This is an optimization exercise on Yosys and OpenROAD, whose aim is small area, a short achievable clock period and few clock cycles, not a production implementation. At most, simulation tests tie the RTL to the original design; equivalence was not proved. Power figures rest on the tool's default switching activity, not on a simulated workload.

==> inputs of run a <==
## Top
module Top (
    input clk,
    input rst,
    output halt,
    input [31:0] M_ld_data,
    output [3:0] M_dm_w_en,
    output [15:0] M_alu_out_15_0,
    output [31:0] M_rs2_data,
    output [15:0] pc_15_0,
    input [31:0] inst
);
make LEC_CHECK=0 CAP_MARGIN=20 CELL_PAD_IN_SITES_DETAIL_PLACEMENT=1 CELL_PAD_IN_SITES_GLOBAL_PLACEMENT=1 CORE_MARGIN=2 CORE_UTILIZATION=30 GPL_ROUTABILITY_DRIVEN=1 PLACE_DENSITY=0.45 SETUP_SLACK_MARGIN=4.5 SLEW_MARGIN=20 finish   # period 10.0 ns
run.sh (not shown) runs the stock make flow with config.mk's settings and CLKGATE_MAP_FILE= SYNTH_SCRIPT=/design/flow/synth_recipe.tcl, a recipe that flattens the netlist after the stock synthesis.
==> run b: changes against run a <==
Settings changed: SETUP_SLACK_MARGIN 4.5 to unset.
==> summary of the runs <==
Against run a, the cell area of run b is lower by 1.6%.
In run b the cell count is smaller than in run a, by about 0.24%.
In total power, run a and run b hardly differ.
Against run b, the via count of run a is larger by 0.66%.
Of run a and run b, run b has the higher sequential share of layout area (gap 0.68 points).
In die area, run b and run a do not differ.
Of run b and run a, run a has the higher combinational power (gap 4.1%, measured against run a).
Clock skew: run a is lower than run b (4.3 ps).
Of run b and run a, run a has the higher utilization (gap 0.57 points).
Sequential power is about the same in run b and run a.
==> figures <==
	run b	run a
Placed cells	8015	7996
Crit path time final	8130 ps	5670 ps
Global-route met2 utilization	59.3%	60.6%
Largest driver fanout on the critical path	33	18
Fraction of cell area in non-clock buffers	4.88%	5.45%
Violation count after the first detailed-routing iteration	9042	9257
Fill cell total of the finished layout	21.8k	21.7k
Fraction of power consumed by sequential logic	38.0%	37.9%
Worst path setup slack after routing	1870 ps	4330 ps
Routed length on met2	184 mm	187 mm
Detailed-router iteration count before antenna repair	9	7
CP startpoint kind	flop	input port
Worst R2R Path Depth	20	15
Path length in cells of the critical path	20	12
Clock skew	44.0 ps	39.7 ps
Core occupancy in the finished layout	35.3%	35.8%
RSZ-0062 raised after global routing	false	true
Status	timing/DRC/antenna clean	timing/DRC/antenna clean
P_int	11.4 mW	11.4 mW
LEAKAGE	24.6 nW	24.9 nW
Weighted congestion reported at the end of routability-driven placement	0.937	0.960
Launch instance of the worst register-to-register path	x_b[4]	x_b[1]
No run of this note included a check of the RTL's function; only the layout flow was run.

========
==> v7 <==
==> flow/design.v <==
module Adder #(
    parameter W = 32
) (
    input  [W-1:0] a,
    input  [W-1:0] b,
    input          ci,
    output [W-1:0] s,
    output         co
);
    localparam L = $clog2(W);
    wire [W-1:0] g [0:L];
    wire [W-1:0] p [0:L];
    wire [W-1:0] p0 = a ^ b;
    assign g[0] = (a & b) | {{(W-1){1'b0}}, p0[0] & ci};
    assign p[0] = p0;
    genvar k, i;
    generate
        for (k = 0; k < L; k = k + 1) begin : g_lvl
            for (i = 0; i < W; i = i + 1) begin : g_bit
                if (i >= (1 << k)) begin : g_op
                    assign g[k+1][i] = g[k][i] | (p[k][i] & g[k][i-(1<<k)]);
                    assign p[k+1][i] = p[k][i] & p[k][i-(1<<k)];
                end else begin : g_pass
                    assign g[k+1][i] = g[k][i];
                    assign p[k+1][i] = p[k][i];
                end
            end
        end
    endgenerate
    assign s = p0 ^ {g[L][W-2:0], ci};
    assign co = g[L][W-1];
endmodule
module RegFile (
    input clk,
    input rst,
    input we,
    input [4:0] wa,
    input [31:0] wd,
    input [4:0] ra1,
    input [4:0] ra2,
    output [31:0] rd1,
    output [31:0] rd2,
    output a0_zero
);
    reg [31:1] valid;
    wire [31:0] q [1:31];
    always @(posedge clk or posedge rst) begin
        if (rst) valid <= 31'b0;
        else if (we && wa != 5'd0) valid[wa] <= 1'b1;
    end
    genvar r;
    generate
        for (r = 1; r < 32; r = r + 1) begin : g_reg
            reg [31:0] data;
            always @(posedge clk) begin
                if (we && wa == r) data <= wd;
            end
            assign q[r] = data;
        end
    endgenerate
    reg [31:0] o1, o2;
    integer k;
    always @(*) begin
        o1 = {15'b0, (ra1 == 5'd2) & ~valid[2], 16'b0};
        o2 = {15'b0, (ra2 == 5'd2) & ~valid[2], 16'b0};
        for (k = 1; k < 32; k = k + 1) begin
            o1 = o1 | (q[k] & {32{(ra1 == k) & valid[k]}});
            o2 = o2 | (q[k] & {32{(ra2 == k) & valid[k]}});
        end
    end
    assign rd1 = o1;
    assign rd2 = o2;
    assign a0_zero = ~valid[10] | (q[10] == 32'b0);
endmodule
module Top (
    input clk,
    input rst,
    output halt,
    input [31:0] M_ld_data,
    output [3:0] M_dm_w_en,
    output [15:0] M_alu_out_15_0,
    output [31:0] M_rs2_data,
    output [15:0] pc_15_0,
    input [31:0] inst
);
    localparam OP_LUI   = 5'b01101;
    localparam OP_AUIPC = 5'b00101;
    localparam OP_JAL   = 5'b11011;
    localparam OP_JALR  = 5'b11001;
    localparam OP_BR    = 5'b11000;
    localparam OP_LD    = 5'b00000;
    localparam OP_ST    = 5'b01000;
    localparam OP_IMM   = 5'b00100;
    localparam OP_OP    = 5'b01100;
    localparam OP_SYS   = 5'b11100;
    reg [31:0] pc;
    reg        x_valid;
    reg        halt_q;
    reg [31:0] x_a;         
    reg [31:0] x_b;         
    reg [31:0] x_c;         
    reg [4:0]  x_rd;
    reg [2:0]  x_f3;
    reg        x_wr;        
    reg        x_ld;
    reg        x_st;
    reg        x_br;
    reg        x_jalr;
    reg        x_link;      
    reg        x_ecall;
    reg [4:0]  x_sh;        
    reg        x_sra;
    reg        r_add, r_sub, r_shl, r_shr, r_slt, r_sltu, r_xor, r_or, r_and;
    reg        m_eq, m_ne, m_lt, m_ge, m_ltu, m_geu;
    reg        l_lo, l_mid, l_hi, l_sb, l_sh;
    wire [31:0] sum;
    wire [31:0] diff;
    wire sum_co, diff_co;
    Adder #(.W(32)) add_sum (.a(x_a), .b(x_b), .ci(1'b0), .s(sum), .co(sum_co));
    Adder #(.W(32)) add_diff (.a(x_a), .b(~x_b), .ci(1'b1), .s(diff), .co(diff_co));
    wire ltu = ~diff_co;
    wire lt = (x_a[31] ^ x_b[31]) ? x_a[31] : diff[31];
    wire eq = (x_a == x_b);
    wire [31:0] a_rev;
    genvar gi;
    generate
        for (gi = 0; gi < 32; gi = gi + 1) begin : g_rev
            assign a_rev[gi] = x_a[31 - gi];
        end
    endgenerate
    wire [31:0] sh_in = r_shl ? a_rev : x_a;
    wire sh_fill = x_sra & x_a[31] & ~r_shl;
    wire [63:0] sh_ext = {{32{sh_fill}}, sh_in} >> x_sh;
    wire [31:0] sh_r = sh_ext[31:0];
    wire [31:0] sh_l;
    generate
        for (gi = 0; gi < 32; gi = gi + 1) begin : g_rev2
            assign sh_l[gi] = sh_r[31 - gi];
        end
    endgenerate
    wire [31:0] ldf;
    assign ldf[7:0]   = {8{l_lo}} & M_ld_data[7:0];
    assign ldf[15:8]  = ({8{l_mid}} & M_ld_data[15:8]) | {8{l_sb & M_ld_data[7]}};
    assign ldf[31:16] = ({16{l_hi}} & M_ld_data[31:16])
                      | {16{(l_sb & M_ld_data[7]) | (l_sh & M_ld_data[15])}};
    wire [31:0] wb = ({32{r_add}}  & sum)
                   | ({32{r_sub}}  & diff)
                   | ({32{r_shl}}  & sh_l)
                   | ({32{r_shr}}  & sh_r)
                   | {31'b0, (r_slt & lt) | (r_sltu & ltu)}
                   | ({32{r_xor}}  & (x_a ^ x_b))
                   | ({32{r_or}}   & (x_a | x_b))
                   | ({32{r_and}}  & (x_a & x_b))
                   | ldf
                   | ({32{x_link}} & x_c);
    wire wen = x_valid & x_wr;
    wire mispredict = (m_eq & eq) | (m_ne & ~eq) | (m_lt & lt) | (m_ge & ~lt)
                    | (m_ltu & ltu) | (m_geu & ~ltu);
    wire redirect = x_valid & (x_jalr | mispredict);
    wire [31:0] redirect_pc = x_jalr ? {sum[31:1], 1'b0} : x_c;
    wire [15:0] addr;
    wire addr_co;
    Adder #(.W(16)) add_addr (.a(x_a[15:0]), .b(x_b[15:0]), .ci(1'b0), .s(addr), .co(addr_co));
    assign M_alu_out_15_0 = addr;
    assign M_rs2_data = x_c;
    assign M_dm_w_en = (x_valid & x_st) ?
                       ((x_f3 == 3'b000) ? 4'b0001 :
                        (x_f3 == 3'b001) ? 4'b0011 :
                        (x_f3 == 3'b010) ? 4'b1111 : 4'b0000) : 4'b0000;
    wire a0_zero;
    assign halt = halt_q | (x_valid & x_ecall & a0_zero);
    assign pc_15_0 = pc[15:0];
    wire [4:0] f_op  = inst[6:2];
    wire [4:0] f_rd  = inst[11:7];
    wire [2:0] f_f3  = inst[14:12];
    wire [4:0] f_rs1 = inst[19:15];
    wire [4:0] f_rs2 = inst[24:20];
    wire f_lui   = (f_op == OP_LUI);
    wire f_auipc = (f_op == OP_AUIPC);
    wire f_jal   = (f_op == OP_JAL);
    wire f_jalr  = (f_op == OP_JALR);
    wire f_br    = (f_op == OP_BR);
    wire f_ld    = (f_op == OP_LD);
    wire f_st    = (f_op == OP_ST);
    wire f_opimm = (f_op == OP_IMM);
    wire f_opop  = (f_op == OP_OP);
    wire f_sys   = (f_op == OP_SYS);
    wire [31:0] imm_i = {{20{inst[31]}}, inst[31:20]};
    wire [31:0] imm_s = {{20{inst[31]}}, inst[31:25], inst[11:7]};
    wire [31:0] imm_b = {{20{inst[31]}}, inst[7], inst[30:25], inst[11:8], 1'b0};
    wire [31:0] imm_j = {{12{inst[31]}}, inst[19:12], inst[20], inst[30:21], 1'b0};
    wire [31:0] imm_u = {inst[31:12], 12'b0};
    wire f_pred = f_jal | (f_br & inst[31]);
    wire [31:0] f_tgt;
    wire f_tgt_co;
    Adder #(.W(32)) add_tgt (.a(pc), .b(f_jal ? imm_j : imm_b), .ci(1'b0), .s(f_tgt), .co(f_tgt_co));
    wire [31:0] f_pc4 = pc + 32'd4;
    wire [31:0] f_npc = f_pred ? f_tgt : f_pc4;
    wire [31:0] rf_rd1, rf_rd2;
    RegFile regfile (
        .clk(clk),
        .rst(rst),
        .we(wen),
        .wa(x_rd),
        .wd(wb),
        .ra1(f_rs1),
        .ra2(f_rs2),
        .rd1(rf_rd1),
        .rd2(rf_rd2),
        .a0_zero(a0_zero)
    );
    wire byp1 = wen & (x_rd == f_rs1);
    wire byp2 = wen & (x_rd == f_rs2);
    wire a_reg = ~(f_auipc | f_lui);
    wire b_reg = f_opop | f_br;
    wire [31:0] imm = (f_lui | f_auipc) ? imm_u : (f_st ? imm_s : imm_i);
    wire [31:0] pc_alt = (f_pred | f_jalr) ? f_pc4 : f_tgt;
    wire [31:0] a_n = ({32{f_auipc}} & pc)
                    | ({32{a_reg & byp1}} & wb)
                    | ({32{a_reg & ~byp1}} & rf_rd1);
    wire [31:0] b_n = ({32{~b_reg}} & imm)
                    | ({32{b_reg & byp2}} & wb)
                    | ({32{b_reg & ~byp2}} & rf_rd2);
    wire [31:0] c_n = ({32{~f_st}} & pc_alt)
                    | ({32{f_st & byp2}} & wb)
                    | ({32{f_st & ~byp2}} & rf_rd2);
    wire [4:0] sh_n = f_opop ? (byp2 ? wb[4:0] : rf_rd2[4:0]) : f_rs2;
    wire f_wr = ~(f_st | f_br | f_sys) & (f_rd != 5'd0);
    wire f_arith = f_opimm | f_opop;
    wire [2:0] f_bc = f_f3 ^ {2'b00, f_pred};
    always @(posedge clk or posedge rst) begin
        if (rst) begin
            pc      <= 32'b0;
            x_valid <= 1'b0;
            halt_q  <= 1'b0;
        end else begin
            pc      <= redirect ? redirect_pc : f_npc;
            x_valid <= ~redirect;
            halt_q  <= halt;
        end
    end
    always @(posedge clk) begin
        x_a     <= a_n;
        x_b     <= b_n;
        x_c     <= c_n;
        x_rd    <= f_rd;
        x_f3    <= f_f3;
        x_wr    <= f_wr;
        x_ld    <= f_ld;
        x_st    <= f_st;
        x_br    <= f_br;
        x_jalr  <= f_jalr;
        x_link  <= f_jal | f_jalr;
        x_ecall <= f_sys;
        x_sh    <= sh_n;
        x_sra   <= inst[30];
        r_add   <= f_lui | f_auipc | (f_arith & (f_f3 == 3'd0) & ~(f_opop & inst[30]));
        r_sub   <= f_arith & (f_f3 == 3'd0) & f_opop & inst[30];
        r_shl   <= f_arith & (f_f3 == 3'd1);
        r_slt   <= f_arith & (f_f3 == 3'd2);
        r_sltu  <= f_arith & (f_f3 == 3'd3);
        r_xor   <= f_arith & (f_f3 == 3'd4);
        r_shr   <= f_arith & (f_f3 == 3'd5);
        r_or    <= f_arith & (f_f3 == 3'd6);
        r_and   <= f_arith & (f_f3 == 3'd7);
        m_eq    <= f_br & (f_bc == 3'b000);
        m_ne    <= f_br & (f_bc == 3'b001);
        m_lt    <= f_br & (f_bc == 3'b100);
        m_ge    <= f_br & (f_bc == 3'b101);
        m_ltu   <= f_br & (f_bc == 3'b110);
        m_geu   <= f_br & (f_bc == 3'b111);
        l_lo    <= f_ld;
        l_mid   <= f_ld & (f_f3[1:0] != 2'b00);
        l_hi    <= f_ld & f_f3[1];
        l_sb    <= f_ld & (f_f3 == 3'b000);
        l_sh    <= f_ld & (f_f3 == 3'b001);
    end
endmodule
==> flow/run.sh <==
#!/bin/bash
# synth_recipe.tcl (not shown) runs the flow's synth.tcl, then flattens the netlist and writes it again
# the make line also repeats each setting of config.mk as NAME=value (left out here)
make -C /OpenROAD-flow-scripts/flow DESIGN_CONFIG=/design/flow/config.mk WORK_HOME=/design/flow/orfs CLKGATE_MAP_FILE= SYNTH_SCRIPT=/design/flow/synth_recipe.tcl finish
==> flow/config.mk <==
export PLATFORM = sky130hd
export DESIGN_NAME = Top
export DESIGN_NICKNAME = Top
export VERILOG_FILES = /design/flow/design.v
export SDC_FILE = /design/flow/constraint.sdc
export NUM_CORES = 4
export LEC_CHECK = 0
export CAP_MARGIN = 20
export CELL_PAD_IN_SITES_DETAIL_PLACEMENT = 1
export CELL_PAD_IN_SITES_GLOBAL_PLACEMENT = 1
export CORE_MARGIN = 2
export CORE_UTILIZATION = 45
export CTS_CLUSTER_DIAMETER = 100
export CTS_CLUSTER_SIZE = 22
export GPL_ROUTABILITY_DRIVEN = 1
export PLACE_DENSITY = 0.6
export SETUP_SLACK_MARGIN = 5
export SLEW_MARGIN = 20
==> flow/constraint.sdc <==
create_clock -name core_clock -period 10.0 [get_ports {clk}]
set_input_delay 2.0000 -clock core_clock [delete_from_list [all_inputs] [get_ports {clk}]]
set_output_delay 2.0000 -clock core_clock [all_outputs]
set_load 0.01 [all_outputs]
==> v1 (differences from v7) <==
==> flow/flow/run.sh (new file) <==
#!/bin/bash
# Own flow: the standard layout (standard.sh: same synthesis, steps and
# settings) with two changes to how the layout is made: the timing-repair
# steps aim for a larger setup margin, and the buffers that ORFS puts on
# every input and output port are buf_4 cells.  make's output goes to
# standard.log; every ORFS step keeps its own log under orfs/logs.
set -uo pipefail
bash standard.sh SETUP_SLACK_MARGIN=5.5 \
    "BUFFER_PORTS_ARGS=-buffer_cell sky130_fd_sc_hd__buf_4" finish > standard.log 2>&1
==> flow/standard.sh (new file) <==
#!/bin/bash
# synth_recipe.tcl (not shown) runs the flow's synth.tcl, then flattens the netlist and writes it again
# the make line also repeats each setting of config.mk as NAME=value (left out here)
make -C /OpenROAD-flow-scripts/flow DESIGN_CONFIG=/design/flow/config.mk WORK_HOME=/design/flow/orfs CLKGATE_MAP_FILE= SYNTH_SCRIPT=/design/flow/synth_recipe.tcl "${@:-finish}"
Settings changed: CORE_UTILIZATION 45 to 30, PLACE_DENSITY 0.6 to 0.45.
removed: flow/run.sh
==> v27 (differences from v7) <==
--- a/flow/design.v
+++ b/flow/design.v
@@ -1,4 +1,5 @@
 module Adder #(
-    parameter W = 32
+    parameter W = 32,
+    parameter L = 5           
 ) (
     input  [W-1:0] a,
@@ -8,5 +9,4 @@
     output         co
 );
-    localparam L = $clog2(W);
     wire [W-1:0] g [0:L];
     wire [W-1:0] p [0:L];
@@ -161,5 +161,5 @@
     wire [15:0] addr;
     wire addr_co;
-    Adder #(.W(16)) add_addr (.a(x_a[15:0]), .b(x_b[15:0]), .ci(1'b0), .s(addr), .co(addr_co));
+    Adder #(.W(16), .L(4)) add_addr (.a(x_a[15:0]), .b(x_b[15:0]), .ci(1'b0), .s(addr), .co(addr_co));
     assign M_alu_out_15_0 = addr;
     assign M_rs2_data = x_c;
==> notes.md <==
Hold WS 0.524 ns; hold wc startpoint regfile.valid[15]; clk_buf instances 81; FF-to-FF End x_b[31]; Leak 0.0243 µW; status timing/DRC/antenna clean; CP Buf/Inv Count 1; P per Cell Area 212 mW/mm²; die area 0.139 mm²; fmax 190 MHz; dpl ws 2.89 ns; Flop pwr share 45.0%; Initial Util 45.2%; via count 56811; Non-clock buffers 472; Seq/total area 49.2%
# the run above: v27

==> notes.md <==
hold wc startpoint regfile.valid[22]; Yosys top cell area share 48.7%; Hold WS 0.510 ns; fmax 192 MHz; P per Cell Area 217 mW/mm²; CP Buf/Inv Count 3; status timing/DRC/antenna clean; Flop pwr share 42.2%; FF-to-FF End pc[25]; die area 0.208 mm²; Routed wire per std cell 49.1 µm; crit-path cells ha_4, fa_2, a211oi_4, o211ai_1, buf_4, a41oi_4, o21bai_1, a21oi_1, xnor2_1, buf_4, buf_6; Seq/total area 47.0%
# the run above: v1

==> notes.md <==
status timing/DRC/antenna clean; die area 0.139 mm²; Flop pwr share 45.0%; Non-clock buffers 472; CP Buf/Inv Count 1; Initial Util 45.2%; clk_buf instances 81; Hold WS 0.524 ns; dpl ws 2.89 ns; Seq/total area 49.2%; FF-to-FF End x_b[31]; Leak 0.0243 µW; via count 56811
# the run above: v7

Testbench counts of v27, summed over its fixed seeds: cycles 337,112.
For v7 and v1, only the layout was checked, not whether the RTL still works.

## afterwards: timing with drivers on the ports
No port has a modelled driver above. Below, the same layouts with a new extraction and two added sets of constraints. Step 1 assumes that a clkbuf_16 drives the clock port and a buf_2 every other input. Step 2 times the ports against the registers' clock, not the clock port: input delays grow and output delays shrink by t, the midpoint of the rising clock arrivals with the driver on. Slacks: ideal / step 1 / step 2; pairs: ideal / step 1.
run	t, ns	slack for setup (ns)	worst slew at a driven data input, ns	cell pins on the clock port's net
run a	0.870	4.333 / 4.364 / 3.512	0.08	1
run b	0.911	1.871 / 1.871 / 1.871	0.08	1
v7	0.803	4.746 / 4.663 / 4.130	0.05	1
v1	0.845	4.799 / 4.701 / 4.493	0.09	1
v27	0.803	4.746 / 4.663 / 4.130	0.05	1
After both steps every run listed still meets setup and hold. The setup slack of run a, which loses most, moves by +0.031 ns with the drivers and by -0.821 ns with both steps.
